This is an optimization exercise on Yosys and OpenROAD, whose aim is a short achievable clock period and few clock cycles, not a production implementation.

==> v18: inputs <==
==> flow/design.v <==
module Pipeline_top(
    input         clk,
    input         rst,
    output [31:0] imem_addr,
    input  [31:0] imem_rdata,
    output [31:0] dmem_addr,
    output [31:0] dmem_wdata,
    output        dmem_we,
    input  [31:0] dmem_rdata
);
    localparam BB = 4;               
    localparam BN = 1 << BB;         
    localparam TB = 10 - BB;         
    reg  [31:0] pcF;                 
    reg  [BB-1:0] pcI;               
    reg  [31:0] pcOn;                
    reg         vD;
    reg  [31:0] instrD, pcD;
    reg         hitD, predTD;
    reg  [11:0] bimmD;
    reg         regwE, memwE, loadE, brE, predTE;
    reg         bneE;
    reg  [4:0]  rdE;
    reg         addE, subE, andE, orE, sltE;
    reg         faME, fbME, fsME;
    reg         s00E, s10E, s01aE, s01sE, s11aE;
    reg  [31:0] opAE, opBE, opBXE, sdE, altE, tgtE;
    reg  [11:0] bimmE;
    reg         aokE;
    reg  [BB-1:0] bidxE;
    reg  [TB-1:0] btagE;
    reg         regwM, memwM, loadM;
    reg  [4:0]  rdM;
    reg  [31:0] aluM, aluMn, wdM;
    reg         redirM;              
    reg  [31:0] rpcM;
    reg         bupdM, takenM;
    reg  [BB-1:0] bidxM;
    reg  [TB-1:0] btagM;
    reg  [9:0]  btgtM;
    reg  [11:0] bimmM;
    reg         uhitM, utv0M;
    reg  [1:0]  uctr0M;
    reg  [4:0]  ucnt0M, utrp0M;
    reg         regwW;
    reg  [4:0]  rdW;
    reg  [31:0] resW;
    reg  [31:0] rf [1:31];
    reg  [BN-1:0] btb_v;
    reg  [BN-1:0] btb_pred;          
    reg  [TB-1:0] btb_tag  [0:BN-1];
    reg  [9:0]    btb_tgt  [0:BN-1];
    reg  [11:0]   btb_imm  [0:BN-1];  
    reg  [1:0]    btb_ctr  [0:BN-1];
    reg  [4:0]    btb_cnt  [0:BN-1];  
    reg  [4:0]    btb_trip [0:BN-1];  
    reg  [BN-1:0] btb_tv;             
    assign imem_addr = ~pcOn;
    wire [BB-1:0] fidx  = pcI;
    wire        f_hit   = btb_v[fidx] & (btb_tag[fidx] == pcF[11:BB+2]);
    wire [9:0]  f_btgt  = btb_tgt[fidx];
    wire        f_predT = f_hit & btb_pred[fidx];
    wire [31:0] pc4F    = pcF + 32'd4;
    wire [6:0] op     = instrD[6:0];
    wire [4:0] rdD    = instrD[11:7];
    wire [2:0] f3     = instrD[14:12];
    wire [4:0] rs1    = instrD[19:15];
    wire [4:0] rs2    = instrD[24:20];
    wire isR = (op == 7'b0110011);
    wire isI = (op == 7'b0010011);
    wire isL = (op == 7'b0000011);
    wire isS = (op == 7'b0100011);
    wire isB = (op == 7'b1100011);
    wire use1 = isR | isI | isL | isS | isB;
    wire use2 = isR | isS | isB;
    wire regwD = vD & (isR | isI | isL) & (rdD != 5'd0);
    wire [31:0] immI = {{20{instrD[31]}}, instrD[31:20]};
    wire [31:0] immS = {{20{instrD[31]}}, instrD[31:25], instrD[11:7]};
    wire [31:0] immB = {{20{instrD[31]}}, instrD[7], instrD[30:25], instrD[11:8], 1'b0};
    wire aluop = isR | isI;
    wire sltD  = aluop & (f3 == 3'b010);
    wire orD   = aluop & (f3 == 3'b110);
    wire andD  = aluop & (f3 == 3'b111);
    wire addD  = ~(sltD | orD | andD);
    wire subD  = (isR & (f3 == 3'b000) & instrD[30]) | sltD;
    wire [31:0] resM = loadM ? dmem_rdata : aluM;
    wire [31:0] rf1 = (rs1 == 5'd0) ? 32'd0 : (regwW & (rdW == rs1)) ? resW : rf[rs1];
    wire [31:0] rf2 = (rs2 == 5'd0) ? 32'd0 : (regwW & (rdW == rs2)) ? resW : rf[rs2];
    wire fa_m = regwE & (rdE == rs1);
    wire fa_w = regwM & (rdM == rs1);
    wire fs_m = regwE & (rdE == rs2);
    wire fs_w = regwM & (rdM == rs2);
    wire bReg = isR | isB;
    wire fb_m = bReg & fs_m;
    wire [31:0] srcA = fa_w ? resM : rf1;
    wire [31:0] srcS = fs_w ? resM : rf2;
    wire [31:0] srcB = bReg ? srcS : (isS ? immS : immI);
    wire stall = vD & loadE & regwE & ((use1 & (rdE == rs1)) | (use2 & (rdE == rs2)));
    wire [31:0] pc4D    = pcD + 32'd4;
    wire [31:0] tgtD    = pcD + immB;
    wire        staticT = isB & ((f3 == 3'b001) | instrD[31]);
    wire        mismD   = hitD & predTD & ~(isB & (immB[12:1] == bimmD));
    wire        predTD2 = (hitD & ~mismD) ? predTD : staticT;
    wire        id_redirect = vD & ~stall & (mismD | (~hitD & staticT));
    wire [31:0] id_pc   = staticT ? tgtD : pc4D;
    wire killE = redirM;             
    wire [31:0] A  = faME ? aluM : opAE;
    wire [31:0] B  = fbME ? aluM : opBE;
    wire [31:0] SD = fsME ? aluM : sdE;
    wire [32:0] s00  = {opAE, 1'b1} + {opBXE, subE};
    wire [32:0] s10  = {aluM, 1'b1} + {opBXE, subE};
    wire [31:0] s01a = opAE + aluM;
    wire [32:0] s01s = {opAE, 1'b1} + {aluMn, 1'b1};
    wire [31:0] sum  = ({32{s00E}}  & s00[32:1]) |
                       ({32{s10E}}  & s10[32:1]) |
                       ({32{s01aE}} & s01a) |
                       ({32{s01sE}} & s01s[32:1]) |
                       ({32{s11aE}} & {aluM[30:0], 1'b0});
    wire        lt   = (A[31] ^ B[31]) ? A[31] : sum[31];
    wire [31:0] aluE = ({32{addE}} & sum) |
                       ({32{andE}} & (A & B)) |
                       ({32{orE}}  & (A | B)) |
                       {31'd0, sltE & lt};
    wire eq     = (A == B);
    wire takenE = eq ^ bneE;
    wire [31:0] pc_next = redirM      ? rpcM :
                          stall       ? pcF :
                          id_redirect ? id_pc :
                          f_predT     ? {pcF[31:12], f_btgt, 2'b00} : pc4F;
    always @(posedge clk) begin
        pcF  <= rst ? pc_next : 32'd0;
        pcOn <= rst ? ~pc_next : 32'hFFFF_FFFF;
    end
    always @(posedge clk or negedge rst) begin
        if (!rst) pcI <= {BB{1'b0}};
        else      pcI <= pc_next[BB+1:2];
    end
    always @(posedge clk or negedge rst) begin
        if (!rst) begin
            vD <= 1'b0;
        end else if (redirM | id_redirect) begin
            vD <= 1'b0;
        end else if (!stall) begin
            vD <= 1'b1;
        end
    end
    always @(posedge clk) begin
        if (!stall) begin
            instrD <= imem_rdata;
            pcD    <= pcF;
            hitD   <= f_hit;
            predTD <= f_predT;
            bimmD  <= btb_imm[fidx];
        end
    end
    wire bubbleE = redirM | stall | ~vD;
    always @(posedge clk or negedge rst) begin
        if (!rst) begin
            regwE <= 1'b0; memwE <= 1'b0; loadE <= 1'b0; brE <= 1'b0;
        end else if (bubbleE) begin
            regwE <= 1'b0; memwE <= 1'b0; loadE <= 1'b0; brE <= 1'b0;
        end else begin
            regwE  <= regwD;
            memwE  <= isS;
            loadE  <= isL;
            brE    <= isB;
        end
    end
    always @(posedge clk) begin
        rdE    <= rdD;
        bneE   <= (f3 == 3'b001);
        predTE <= predTD2;
        addE   <= addD;
        subE   <= subD;
        sltE   <= sltD;
        orE    <= orD;
        andE   <= andD;
        faME   <= fa_m;
        fbME   <= fb_m;
        fsME   <= fs_m;
        s00E   <= ~fa_m & ~fb_m;
        s10E   <=  fa_m & ~fb_m;
        s01aE  <= ~fa_m &  fb_m & ~subD;
        s01sE  <= ~fa_m &  fb_m &  subD;
        s11aE  <=  fa_m &  fb_m & ~subD;
        opAE   <= srcA;
        opBE   <= srcB;
        opBXE  <= subD ? ~srcB : srcB;
        sdE    <= srcS;
        altE   <= predTD2 ? pc4D : tgtD;
        tgtE   <= tgtD;
        bimmE  <= immB[12:1];
        aokE   <= (tgtD[31:12] == pcD[31:12]);
        bidxE  <= pcD[BB+1:2];
        btagE  <= pcD[11:BB+2];
    end
    always @(posedge clk or negedge rst) begin
        if (!rst) begin
            regwM <= 1'b0; loadM <= 1'b0; bupdM <= 1'b0; redirM <= 1'b0;
        end else begin
            regwM  <= regwE & ~killE;
            loadM  <= loadE & ~killE;
            bupdM  <= brE & aokE & ~killE;
            redirM <= brE & (takenE ^ predTE) & ~killE;
        end
    end
    always @(posedge clk) begin
        memwM  <= rst & memwE & ~killE;
        rdM    <= rdE;
        aluM   <= aluE;
        aluMn  <= ~aluE;
        wdM    <= SD;
        rpcM   <= altE;
        takenM <= takenE;
        bidxM  <= bidxE;
        btagM  <= btagE;
        btgtM  <= tgtE[11:2];
        bimmM  <= bimmE;
    end
    assign dmem_addr  = ~aluMn;
    assign dmem_wdata = wdM;
    assign dmem_we    = memwM;
    always @(posedge clk or negedge rst) begin
        if (!rst) regwW <= 1'b0;
        else      regwW <= regwM;
    end
    always @(posedge clk) begin
        rdW  <= rdM;
        resW <= resM;
    end
    always @(posedge clk) begin
        if (regwW) rf[rdW] <= resW;
    end
    wire [1:0] u_ctr = ~uhitM ? {2{takenM}} :
                       takenM ? ((uctr0M == 2'b11) ? 2'b11 : uctr0M + 2'b01) :
                                ((uctr0M == 2'b00) ? 2'b00 : uctr0M - 2'b01);
    wire [4:0] u_cnt = ~takenM ? 5'd0 :
                       ~uhitM ? 5'd1 :
                       (ucnt0M == 5'd31) ? 5'd31 : ucnt0M + 5'd1;
    wire [4:0] u_trp = (uhitM & ~takenM) ? ucnt0M : utrp0M;
    wire       u_tv  = uhitM & (takenM ? utv0M : (ucnt0M != 5'd31));
    wire       u_pred = (bimmM[11] & u_tv) ? (u_cnt != u_trp) : u_ctr[1];
    wire same = bupdM & (bidxM == bidxE);
    always @(posedge clk) begin
        uhitM  <= same ? (btagM == btagE) : (btb_v[bidxE] & (btb_tag[bidxE] == btagE));
        uctr0M <= same ? u_ctr : btb_ctr[bidxE];
        ucnt0M <= same ? u_cnt : btb_cnt[bidxE];
        utrp0M <= same ? u_trp : btb_trip[bidxE];
        utv0M  <= same ? u_tv  : btb_tv[bidxE];
    end
    always @(posedge clk or negedge rst) begin
        if (!rst) btb_v <= {BN{1'b0}};
        else if (bupdM) btb_v[bidxM] <= 1'b1;
    end
    always @(posedge clk) begin
        if (bupdM) begin
            btb_tag[bidxM]  <= btagM;
            btb_tgt[bidxM]  <= btgtM;
            btb_imm[bidxM]  <= bimmM;
            btb_ctr[bidxM]  <= u_ctr;
            btb_cnt[bidxM]  <= u_cnt;
            btb_trip[bidxM] <= u_trp;
            btb_tv[bidxM]   <= u_tv;
            btb_pred[bidxM] <= u_pred;
        end
    end
endmodule
==> flow/flow/run.sh <==
#!/bin/bash
# Standard ORFS layout with a larger setup-slack target for the timing repair
# steps (the constraints and clock period are the standard flow's own).
set -euo pipefail
bash standard.sh SETUP_SLACK_MARGIN=7 finish > standard_flow.log 2>&1
==> flow/standard.sh <==
#!/bin/bash
# synth_recipe.tcl (not shown) runs the flow's synth.tcl, then flattens the netlist and writes it again
# the make line also repeats each setting of config.mk as NAME=value (left out here)
make -C /OpenROAD-flow-scripts/flow DESIGN_CONFIG=/design/flow/config.mk WORK_HOME=/design/flow/orfs CLKGATE_MAP_FILE= SYNTH_SCRIPT=/design/flow/synth_recipe.tcl "${@:-finish}"
==> flow/config.mk <==
export PLATFORM = sky130hd
export DESIGN_NAME = Pipeline_top
export DESIGN_NICKNAME = Pipeline_top
export VERILOG_FILES = /design/flow/design.v
export SDC_FILE = /design/flow/constraint.sdc
export NUM_CORES = 4
export LEC_CHECK = 0
export CAP_MARGIN = 20
export CORE_MARGIN = 2
export CORE_UTILIZATION = 40
export SLEW_MARGIN = 20
==> flow/constraint.sdc <==
create_clock -name core_clock -period 10.0 [get_ports {clk}]
set_input_delay 2.0000 -clock core_clock [delete_from_list [all_inputs] [get_ports {clk}]]
set_output_delay 2.0000 -clock core_clock [all_outputs]
set_load 0.01 [all_outputs]
==> inputs of v37, as changes to v18 <==
--- a/flow/design.v
+++ b/flow/design.v
@@ -23,7 +23,7 @@
     reg  [4:0]  rdE;
     reg         addE, subE, andE, orE, sltE;
-    reg         faME, fbME, fsME;
-    reg         s00E, s10E, s01aE, s01sE, s11aE;
-    reg  [31:0] opAE, opBE, opBXE, sdE, altE, tgtE;
+    reg         fsME, fsLE;
+    reg  [31:0] fwAE, fwBPE, fwBNE;    
+    reg  [31:0] opAE, opBXE, sdE, altE, tgtE;
     reg  [11:0] bimmE;
     reg         aokE;
@@ -32,5 +32,5 @@
     reg         regwM, memwM, loadM;
     reg  [4:0]  rdM;
-    reg  [31:0] aluM, aluMn, wdM;
+    reg  [31:0] aluM, wdM;
     reg         redirM;              
     reg  [31:0] rpcM;
@@ -49,16 +49,27 @@
     reg  [BN-1:0] btb_v;
     reg  [BN-1:0] btb_pred;          
-    reg  [TB-1:0] btb_tag  [0:BN-1];
-    reg  [9:0]    btb_tgt  [0:BN-1];
-    reg  [11:0]   btb_imm  [0:BN-1];  
-    reg  [1:0]    btb_ctr  [0:BN-1];
-    reg  [4:0]    btb_cnt  [0:BN-1];  
-    reg  [4:0]    btb_trip [0:BN-1];  
-    reg  [BN-1:0] btb_tv;             
+    reg  [BN*TB-1:0] btb_tag;
+    reg  [BN*10-1:0] btb_tgt;
+    reg  [BN*12-1:0] btb_imm;         
+    reg  [BN*2-1:0]  btb_ctr;
+    reg  [BN*5-1:0]  btb_cnt;         
+    reg  [BN*5-1:0]  btb_trip;        
+    reg  [BN-1:0]    btb_tv;          
     assign imem_addr = ~pcOn;
-    wire [BB-1:0] fidx  = pcI;
-    wire        f_hit   = btb_v[fidx] & (btb_tag[fidx] == pcF[11:BB+2]);
-    wire [9:0]  f_btgt  = btb_tgt[fidx];
-    wire        f_predT = f_hit & btb_pred[fidx];
+    reg  [BN-1:0] fm;
+    reg  [9:0]  f_btgt;
+    reg  [11:0] f_bimm;
+    integer k;
+    always @(*) begin
+        f_btgt = 10'd0;
+        f_bimm = 12'd0;
+        for (k = 0; k < BN; k = k + 1) begin
+            fm[k] = btb_v[k] & (pcI == k) & (btb_tag[k*TB +: TB] == pcF[11:BB+2]);
+            f_btgt = f_btgt | ({10{fm[k]}} & btb_tgt[k*10 +: 10]);
+            f_bimm = f_bimm | ({12{fm[k]}} & btb_imm[k*12 +: 12]);
+        end
+    end
+    wire        f_hit   = |fm;
+    wire        f_predT = |(fm & btb_pred);
     wire [31:0] pc4F    = pcF + 32'd4;
     wire [6:0] op     = instrD[6:0];
@@ -73,5 +84,4 @@
     wire isB = (op == 7'b1100011);
     wire use1 = isR | isI | isL | isS | isB;
-    wire use2 = isR | isS | isB;
     wire regwD = vD & (isR | isI | isL) & (rdD != 5'd0);
     wire [31:0] immI = {{20{instrD[31]}}, instrD[31:20]};
@@ -96,7 +106,12 @@
     wire [31:0] srcS = fs_w ? resM : rf2;
     wire [31:0] srcB = bReg ? srcS : (isS ? immS : immI);
-    wire stall = vD & loadE & regwE & ((use1 & (rdE == rs1)) | (use2 & (rdE == rs2)));
+    wire stall = vD & loadE & regwE & ((use1 & (rdE == rs1)) | (bReg & (rdE == rs2)));
     wire [31:0] pc4D    = pcD + 32'd4;
-    wire [31:0] tgtD    = pcD + immB;
+    wire [13:0] tlo     = {1'b0, pcD[12:0]} + {1'b0, immB[12:0]};
+    wire [18:0] hiP1    = pcD[31:13] + 19'd1;
+    wire [18:0] hiM1    = pcD[31:13] - 19'd1;
+    wire        hiSame  = instrD[31] ? tlo[13] : ~tlo[13];
+    wire [18:0] thi     = hiSame ? pcD[31:13] : (instrD[31] ? hiM1 : hiP1);
+    wire [31:0] tgtD    = {thi, tlo[12:0]};
     wire        staticT = isB & ((f3 == 3'b001) | instrD[31]);
     wire        mismD   = hitD & predTD & ~(isB & (immB[12:1] == bimmD));
@@ -105,22 +120,15 @@
     wire [31:0] id_pc   = staticT ? tgtD : pc4D;
     wire killE = redirM;             
-    wire [31:0] A  = faME ? aluM : opAE;
-    wire [31:0] B  = fbME ? aluM : opBE;
-    wire [31:0] SD = fsME ? aluM : sdE;
-    wire [32:0] s00  = {opAE, 1'b1} + {opBXE, subE};
-    wire [32:0] s10  = {aluM, 1'b1} + {opBXE, subE};
-    wire [31:0] s01a = opAE + aluM;
-    wire [32:0] s01s = {opAE, 1'b1} + {aluMn, 1'b1};
-    wire [31:0] sum  = ({32{s00E}}  & s00[32:1]) |
-                       ({32{s10E}}  & s10[32:1]) |
-                       ({32{s01aE}} & s01a) |
-                       ({32{s01sE}} & s01s[32:1]) |
-                       ({32{s11aE}} & {aluM[30:0], 1'b0});
-    wire        lt   = (A[31] ^ B[31]) ? A[31] : sum[31];
-    wire [31:0] aluE = ({32{addE}} & sum) |
-                       ({32{andE}} & (A & B)) |
-                       ({32{orE}}  & (A | B)) |
-                       {31'd0, sltE & lt};
-    wire eq     = (A == B);
+    wire [31:0] A  = fwAE | opAE;
+    wire [31:0] BX = fwBPE | fwBNE | opBXE;     
+    wire [31:0] SD = fsLE ? dmem_rdata : fsME ? aluM : sdE;
+    wire [32:0] sum33 = {A, 1'b1} + {BX, subE};
+    wire [31:0] sum   = sum33[32:1];
+    wire        lt    = (A[31] ^ BX[31]) ? sum[31] : A[31];
+    wire [31:0] aluE  = ({32{addE}} & sum) |
+                        ({32{andE}} & (A & BX)) |
+                        ({32{orE}}  & (A | BX)) |
+                        {31'd0, sltE & lt};
+    wire eq     = (A == BX);              
     wire takenE = eq ^ bneE;
     wire [31:0] pc_next = redirM      ? rpcM :
@@ -151,5 +159,5 @@
             hitD   <= f_hit;
             predTD <= f_predT;
-            bimmD  <= btb_imm[fidx];
+            bimmD  <= f_bimm;
         end
     end
@@ -176,20 +184,16 @@
         orE    <= orD;
         andE   <= andD;
-        faME   <= fa_m;
-        fbME   <= fb_m;
-        fsME   <= fs_m;
-        s00E   <= ~fa_m & ~fb_m;
-        s10E   <=  fa_m & ~fb_m;
-        s01aE  <= ~fa_m &  fb_m & ~subD;
-        s01sE  <= ~fa_m &  fb_m &  subD;
-        s11aE  <=  fa_m &  fb_m & ~subD;
-        opAE   <= srcA;
-        opBE   <= srcB;
-        opBXE  <= subD ? ~srcB : srcB;
+        fsME   <= fs_m & ~loadE;
+        fsLE   <= fs_m & loadE;
+        opAE   <= fa_m ? 32'd0 : srcA;
+        opBXE  <= fb_m ? 32'd0 : (subD ? ~srcB : srcB);
+        fwAE   <= {32{fa_m}} & aluE;
+        fwBPE  <= {32{fb_m & ~subD}} & aluE;
+        fwBNE  <= {32{fb_m & subD}} & ~aluE;
         sdE    <= srcS;
         altE   <= predTD2 ? pc4D : tgtD;
         tgtE   <= tgtD;
         bimmE  <= immB[12:1];
-        aokE   <= (tgtD[31:12] == pcD[31:12]);
+        aokE   <= hiSame & (tlo[12] == pcD[12]);
         bidxE  <= pcD[BB+1:2];
         btagE  <= pcD[11:BB+2];
@@ -209,5 +213,4 @@
         rdM    <= rdE;
         aluM   <= aluE;
-        aluMn  <= ~aluE;
         wdM    <= SD;
         rpcM   <= altE;
@@ -218,5 +221,5 @@
         bimmM  <= bimmE;
     end
-    assign dmem_addr  = ~aluMn;
+    assign dmem_addr  = aluM;
     assign dmem_wdata = wdM;
     assign dmem_we    = memwM;
@@ -242,9 +245,10 @@
     wire       u_pred = (bimmM[11] & u_tv) ? (u_cnt != u_trp) : u_ctr[1];
     wire same = bupdM & (bidxM == bidxE);
-    always @(posedge clk) begin
-        uhitM  <= same ? (btagM == btagE) : (btb_v[bidxE] & (btb_tag[bidxE] == btagE));
-        uctr0M <= same ? u_ctr : btb_ctr[bidxE];
-        ucnt0M <= same ? u_cnt : btb_cnt[bidxE];
-        utrp0M <= same ? u_trp : btb_trip[bidxE];
+    integer w;
+    always @(posedge clk) begin
+        uhitM  <= same ? (btagM == btagE) : (btb_v[bidxE] & (btb_tag[bidxE*TB +: TB] == btagE));
+        uctr0M <= same ? u_ctr : btb_ctr[bidxE*2 +: 2];
+        ucnt0M <= same ? u_cnt : btb_cnt[bidxE*5 +: 5];
+        utrp0M <= same ? u_trp : btb_trip[bidxE*5 +: 5];
         utv0M  <= same ? u_tv  : btb_tv[bidxE];
     end
@@ -254,13 +258,15 @@
     end
     always @(posedge clk) begin
-        if (bupdM) begin
-            btb_tag[bidxM]  <= btagM;
-            btb_tgt[bidxM]  <= btgtM;
-            btb_imm[bidxM]  <= bimmM;
-            btb_ctr[bidxM]  <= u_ctr;
-            btb_cnt[bidxM]  <= u_cnt;
-            btb_trip[bidxM] <= u_trp;
-            btb_tv[bidxM]   <= u_tv;
-            btb_pred[bidxM] <= u_pred;
+        for (w = 0; w < BN; w = w + 1) begin
+            if (bupdM && bidxM == w) begin
+                btb_tag[w*TB +: TB] <= btagM;
+                btb_tgt[w*10 +: 10] <= btgtM;
+                btb_imm[w*12 +: 12] <= bimmM;
+                btb_ctr[w*2 +: 2]   <= u_ctr;
+                btb_cnt[w*5 +: 5]   <= u_cnt;
+                btb_trip[w*5 +: 5]  <= u_trp;
+                btb_tv[w]           <= u_tv;
+                btb_pred[w]         <= u_pred;
+            end
         end
     end
==> flow_summary_export.csv <==
group,metric,value,unit
finish,clkCellAreaFrac,6.72,%
place,place_congestion,0.867,
sta,fin_crit_sh,37.7,%
place,dp_hpwl,180,mm
setup_path,rr_worst_depth,15,
outcome,outcome,"finished clean",
the above is filed under v37

==> flow_summary_export.csv <==
group,metric,value,unit
outcome,outcome,"finished clean",
sta,fin_crit_sh,36.6,%
place,dp_hpwl,196,mm
setup_path,rr_worst_depth,13,
place,place_congestion,0.892,
power_and_ir_drop,pg_comb,4.75,mW
the above is filed under v18

No run of this note included a check of the RTL's function; only the layout flow was run.

## static timing again, ports no longer ideal
Ports are ideal in the flow. The routed layouts listed here were re-timed in OpenROAD. Step 1, drivers: a clkbuf_16 drives clk and a buf_2 each remaining input, both assumed. Step 2 also shifts input and output timing later by t, the mid clock arrival at the registers, as if the neighbouring blocks saw the same clock. a / b / c = ideal ports / drivers / drivers and shift; a / b = the first two.
run | t, ns | slack for setup (ns) | cell pins on the clock port's net
v18 | 0.982 | 6.342 / 6.342 / 6.025 | 1
v37 | 0.982 | 6.235 / 6.235 / 5.960 | 1
After both steps setup and hold are still met in every run listed. For v18, which loses most, drivers alone change the setup slack by 0.000 ns; drivers and shift together by -0.317 ns.
